This is an optimization exercise on Yosys and OpenROAD, whose aim is small area, a short achievable clock period and few clock cycles per item, not a production implementation. The RTL was checked by simulation tests, not by an equivalence proof against the original design. No activity file was given, so power comes from the tool's default toggle rates.

Setup of oak:
==> module axi_lut_ctrl, before the edit <==
module axi_lut_ctrl #(
    parameter TOTAL_GATES = 1512,
    parameter NET_INPUTS = 400,
    parameter NET_OUTPUTS = 4,
    parameter ADDR_W = 16,
    parameter DATA_W = 32,
    parameter GATE_SEL_W = (TOTAL_GATES > 1) ? $clog2(TOTAL_GATES) : 1
) (
    input logic S_AXI_ACLK,
    input logic S_AXI_ARESETN,
    input  logic [ADDR_W-1:0] S_AXI_AWADDR,
    input  logic S_AXI_AWVALID,
    output logic S_AXI_AWREADY,
    input  logic [DATA_W-1:0] S_AXI_WDATA,
    input  logic [3:0] S_AXI_WSTRB,
    input  logic S_AXI_WVALID,
    output logic S_AXI_WREADY,
    output logic [1:0] S_AXI_BRESP,
    output logic S_AXI_BVALID,
    input  logic S_AXI_BREADY,
    input  logic [ADDR_W-1:0] S_AXI_ARADDR,
    input  logic S_AXI_ARVALID,
    output logic S_AXI_ARREADY,
    output logic [DATA_W-1:0] S_AXI_RDATA,
    output logic [1:0] S_AXI_RRESP,
    output logic S_AXI_RVALID,
    input  logic S_AXI_RREADY,
    output logic [GATE_SEL_W-1:0] cfg_gate_sel,
    output logic cfg_ce,
    output logic [3:0] cfg_data,
    output logic [6:0] phase,
    output logic [NET_INPUTS-1:0] net_i,
    input  logic [NET_OUTPUTS-1:0] net_o
);
  localparam NUM_INPUT_WORDS = (NET_INPUTS + 31) / 32;
  localparam [ADDR_W-1:0] ADDR_INPUT_BASE = ADDR_W'(16'h9000);
  localparam [ADDR_W-1:0] ADDR_OUTPUT     = ADDR_INPUT_BASE + ADDR_W'(NUM_INPUT_WORDS * 4);
  logic [DATA_W-1:0] input_regs [NUM_INPUT_WORDS];
  logic [DATA_W-1:0] input_next [NUM_INPUT_WORDS];
  genvar gi;
  generate
    for (gi = 0; gi < NUM_INPUT_WORDS; gi++) begin : pack_input
      if ((gi + 1) * 32 <= NET_INPUTS) begin
        assign net_i[gi*32+:32] = input_next[gi];
      end else begin
        assign net_i[NET_INPUTS-1 : gi*32] = input_next[gi][NET_INPUTS-1-gi*32:0];
      end
    end
  endgenerate
  logic b_pend;                        
  logic shifting;                      
  logic [2:0] bit_cnt;
  logic [DATA_W-1:0] shift_reg;        
  logic [2:0] phase_r;                 
  logic [6:0] phase_d;                 
  logic [GATE_SEL_W-1:0] gate_sel_r;
  wire wr_fire     = S_AXI_AWVALID & S_AXI_WVALID;
  wire wr_is_gate  = ~S_AXI_AWADDR[15];
  wire shift_last  = shifting & (bit_cnt == 3'd7);
  assign S_AXI_AWREADY = S_AXI_WVALID;
  assign S_AXI_WREADY  = S_AXI_AWVALID;
  assign S_AXI_BRESP   = 2'b00;
  assign S_AXI_BVALID  = b_pend | (wr_fire & ~wr_is_gate);
  assign cfg_gate_sel = gate_sel_r;
  assign cfg_ce       = shifting;
  assign phase        = phase_d;
  wire [2:0] phase_nx = S_AXI_ARESETN ? phase_r + 1'b1 : 3'd0;
  always_ff @(posedge S_AXI_ACLK) begin
    phase_d <= {phase_nx[2] ^ (phase_nx[1] | phase_nx[0]),
                phase_nx[2] ^ phase_nx[1],
                phase_nx[2] ^ (phase_nx[1] & phase_nx[0]),
                phase_nx[2],
                phase_nx[1] ^ phase_nx[0],
                phase_nx[1],
                phase_nx[0]};
  end
  genvar gr;
  generate
    for (gr = 0; gr < 4; gr++) begin : cfg_bits
      assign cfg_data[gr] = shift_reg[{~phase_r, 2'(gr)}];
    end
  endgenerate
  always_ff @(posedge S_AXI_ACLK) begin
    if (!S_AXI_ARESETN) begin
      b_pend   <= 1'b0;
      shifting <= 1'b0;
      phase_r  <= '0;
    end else begin
      phase_r <= phase_nx;
      b_pend <= (S_AXI_BVALID & ~S_AXI_BREADY) | shift_last;
      if (wr_fire & wr_is_gate) shifting <= 1'b1;
      else if (shift_last)      shifting <= 1'b0;
    end
  end
  always_ff @(posedge S_AXI_ACLK) begin
    if (wr_fire & wr_is_gate) begin
      gate_sel_r <= S_AXI_AWADDR[GATE_SEL_W+1:2];
      shift_reg  <= S_AXI_WDATA;
      bit_cnt    <= '0;
    end else begin
      bit_cnt   <= bit_cnt + 1'b1;
    end
  end
  wire [DATA_W-1:0] in_wdata = S_AXI_WDATA & {DATA_W{S_AXI_ARESETN}};
  wire [3:0] in_widx = S_AXI_AWADDR[5:2];
  wire wr_in_region = (S_AXI_AWADDR[15:6] == 10'(16'h9000 >> 6));
  generate
    for (gi = 0; gi < NUM_INPUT_WORDS; gi++) begin : in_word
      wire we = (wr_fire & wr_in_region & (in_widx == gi)) | ~S_AXI_ARESETN;
      assign input_next[gi] = (in_wdata & {DATA_W{we}}) | (input_regs[gi] & {DATA_W{~we}});
      always_ff @(posedge S_AXI_ACLK) begin
        input_regs[gi] <= input_next[gi];
      end
    end
  endgenerate
  logic s_axi_rvalid_reg;
  logic [DATA_W-1:0] s_axi_rdata_reg;
  assign S_AXI_ARREADY = 1'b1;
  assign S_AXI_RVALID  = s_axi_rvalid_reg;
  assign S_AXI_RDATA   = s_axi_rdata_reg;
  assign S_AXI_RRESP   = 2'b00;
  always_ff @(posedge S_AXI_ACLK) begin
    if (!S_AXI_ARESETN) begin
      s_axi_rvalid_reg <= 1'b0;
    end else if (S_AXI_ARVALID) begin
      s_axi_rvalid_reg <= 1'b1;
    end else if (S_AXI_RREADY) begin
      s_axi_rvalid_reg <= 1'b0;
    end
  end
  always_ff @(posedge S_AXI_ACLK) begin
    if (S_AXI_ARVALID) begin
      if (S_AXI_ARADDR == ADDR_W'(16'h8000)) begin
        s_axi_rdata_reg <= '0;
      end else if (S_AXI_ARADDR == ADDR_W'(16'h8004)) begin
        s_axi_rdata_reg <= TOTAL_GATES;
      end else if (S_AXI_ARADDR >= ADDR_INPUT_BASE && S_AXI_ARADDR < ADDR_OUTPUT) begin
        s_axi_rdata_reg <= input_regs[S_AXI_ARADDR[5:2]];
      end else if (S_AXI_ARADDR == ADDR_OUTPUT) begin
        s_axi_rdata_reg <= {{(DATA_W - NET_OUTPUTS){1'b0}}, net_o};
      end else begin
        s_axi_rdata_reg <= 32'hDEAD_BEEF;
      end
    end
  end
endmodule
==> flow/config.mk <==
export PLATFORM = sky130hd
export DESIGN_NAME = llnn_wrapper
export DESIGN_NICKNAME = llnn_wrapper
export VERILOG_FILES = /design/flow/design.v
export SDC_FILE = /design/flow/constraint.sdc
export NUM_CORES = 4
export LEC_CHECK = 0
export CAP_MARGIN = 35
export CORE_MARGIN = 2
export CORE_UTILIZATION = 60
export SLEW_MARGIN = 35
==> flow/constraint.sdc <==
create_clock -name core_clock -period 20.0 [get_ports {clk}]
set_input_delay 4.0000 -clock core_clock [delete_from_list [all_inputs] [get_ports {clk}]]
set_output_delay 4.0000 -clock core_clock [all_outputs]
set_load 0.01 [all_outputs]
standard.sh (not shown) runs the stock make flow with config.mk's settings and CLKGATE_MAP_FILE= SYNTH_SCRIPT=/design/flow/synth_recipe.tcl, a recipe that flattens the netlist after the stock synthesis.
==> flow/flow/run.sh <==
#!/bin/bash
# The standard layout (standard.sh: the unchanged standard synthesis, then
# ORFS through finish) with these changes to how the layout is optimised:
#  * the port buffers inserted before global placement are
#    sky130_fd_sc_hd__buf_4 instead of the default pick (a delay buffer,
#    clkdlybuf4s50_1, ~0.5 ns each on every input-to-output path);
#  * repair_timing aims for 11.5 ns of setup slack on the 20 ns clock (the
#    design's paths are ~8.5 ns long; with the default margin nothing on them
#    is ever sized for speed);
#  * clock tree synthesis clusters flip-flops up to 60 um across (30 at most
#    per leaf buffer) and inserts no dummy loads, for a smaller clock tree.
# The clock, its period and every constraint are the standard flow's own.
set -euo pipefail
cd "$(dirname "$0")/.."
bash standard.sh "BUFFER_PORTS_ARGS=-buffer_cell sky130_fd_sc_hd__buf_4" \
  "SETUP_SLACK_MARGIN=11.5" \
  "CTS_ARGS=-sink_clustering_enable -repair_clock_nets -dont_use_dummy_load -sink_clustering_size 30 -sink_clustering_max_diameter 60" \
  finish > flow_make.log 2>&1
Testbench counts of oak, summed over its fixed seeds: cycles 5,760, inferences 384.
Changes in pine relative to oak:
--- a/flow/design.v
+++ b/flow/design.v
@@ -131,34 +131,42 @@
   end
   wire [DATA_W-1:0] in_wdata = S_AXI_WDATA & {DATA_W{S_AXI_ARESETN}};
   wire [3:0] in_widx = S_AXI_AWADDR[5:2];
   wire wr_in_region = (S_AXI_AWADDR[15:6] == 10'(16'h9000 >> 6));
+  wire wr_is_input  = wr_in_region & (in_widx < 4'(NUM_INPUT_WORDS));
   generate
     for (gi = 0; gi < NUM_INPUT_WORDS; gi++) begin : in_word
       wire we = (wr_fire & wr_in_region & (in_widx == gi)) | ~S_AXI_ARESETN;
-      assign input_next[gi] = (in_wdata & {DATA_W{we}}) | (input_regs[gi] & {DATA_W{~we}});
+      wire we_l0 = wr_fire & (in_widx == gi);
       always_ff @(posedge S_AXI_ACLK) begin
-        input_regs[gi] <= input_next[gi];
+        input_regs[gi] <= (in_wdata & {DATA_W{we}}) | (input_regs[gi] & {DATA_W{~we}});
       end
+      assign input_next[gi] = we_l0 ? S_AXI_WDATA : input_regs[gi];
     end
   endgenerate
   logic s_axi_rvalid_reg;
   logic [DATA_W-1:0] s_axi_rdata_reg;
-  assign S_AXI_ARREADY = 1'b1;
+  logic ar_block;                      
+  wire  rd_fire = S_AXI_ARVALID & ~ar_block;
+  always_ff @(posedge S_AXI_ACLK) begin
+    if (!S_AXI_ARESETN) ar_block <= 1'b0;
+    else                ar_block <= wr_fire & ~wr_is_input;
+  end
+  assign S_AXI_ARREADY = ~ar_block;
   assign S_AXI_RVALID  = s_axi_rvalid_reg;
   assign S_AXI_RDATA   = s_axi_rdata_reg;
   assign S_AXI_RRESP   = 2'b00;
   always_ff @(posedge S_AXI_ACLK) begin
     if (!S_AXI_ARESETN) begin
       s_axi_rvalid_reg <= 1'b0;
-    end else if (S_AXI_ARVALID) begin
+    end else if (rd_fire) begin
       s_axi_rvalid_reg <= 1'b1;
     end else if (S_AXI_RREADY) begin
       s_axi_rvalid_reg <= 1'b0;
     end
   end
   always_ff @(posedge S_AXI_ACLK) begin
-    if (S_AXI_ARVALID) begin
+    if (rd_fire) begin
       if (S_AXI_ARADDR == ADDR_W'(16'h8000)) begin
         s_axi_rdata_reg <= '0;
       end else if (S_AXI_ARADDR == ADDR_W'(16'h8004)) begin
         s_axi_rdata_reg <= TOTAL_GATES;
## What came out
oak -> pine: die area increased slightly
Summary: with oak as the reference, clock power in pine moved up slightly.
Lower count of clock-net buffers in the final layout goes to oak over pine.
Comparing pine with oak, the global placer's final weighted congestion came out essentially unchanged.
Multi-input gate share of the layout cell area (pine over oak): decrease, 0.89 points
Looking at share of final-layout standard cells stronger than drive strength 1, pine sits 0.35 points higher than oak does.
oak -> pine: gate count after technology mapping decreased slightly
Compared with oak, in pine upper clock frequency limit went up, relative area of clock buffers and inverters in the final design held.
Between pine and oak, sequential fraction of total cell area is lower for oak, pine comes in above that.
Diff pine and oak: number of signal-net buffers in the layout higher in oak
Testbench counts of pine, summed over its fixed seeds: cycles 5,760, inferences 384.

what the ideal ports hide:
The flow's constraints put no driver on any port. The routed layouts listed below were extracted and timed again, unchanged, in two steps.
Step 1 assumes that a clkbuf_16 drives the clock port and a buf_2 every other input.
Step 2, shift: input delay + t, output delay - t, t = (earliest + latest rising clock arrival at the registers) / 2. This alone moves slack from input paths to output paths.
Slacks: ideal / step 1 / step 2; pairs: ideal / step 1.
run | t (ns) | setup WS [ns] | worst hold slack (ns) | cell pins on the clock port's net
oak | 1.133 | 11.429 / 11.503 / 10.394 | 0.232 / 0.232 / 0.232 | 1
pine | 1.152 | 11.470 / 11.437 / 10.660 | 0.296 / 0.296 / 0.296 | 1
After both steps setup and hold are still met in every run listed. For oak, which loses most, drivers alone change the setup slack by +0.074 ns; drivers and shift together by -1.035 ns.
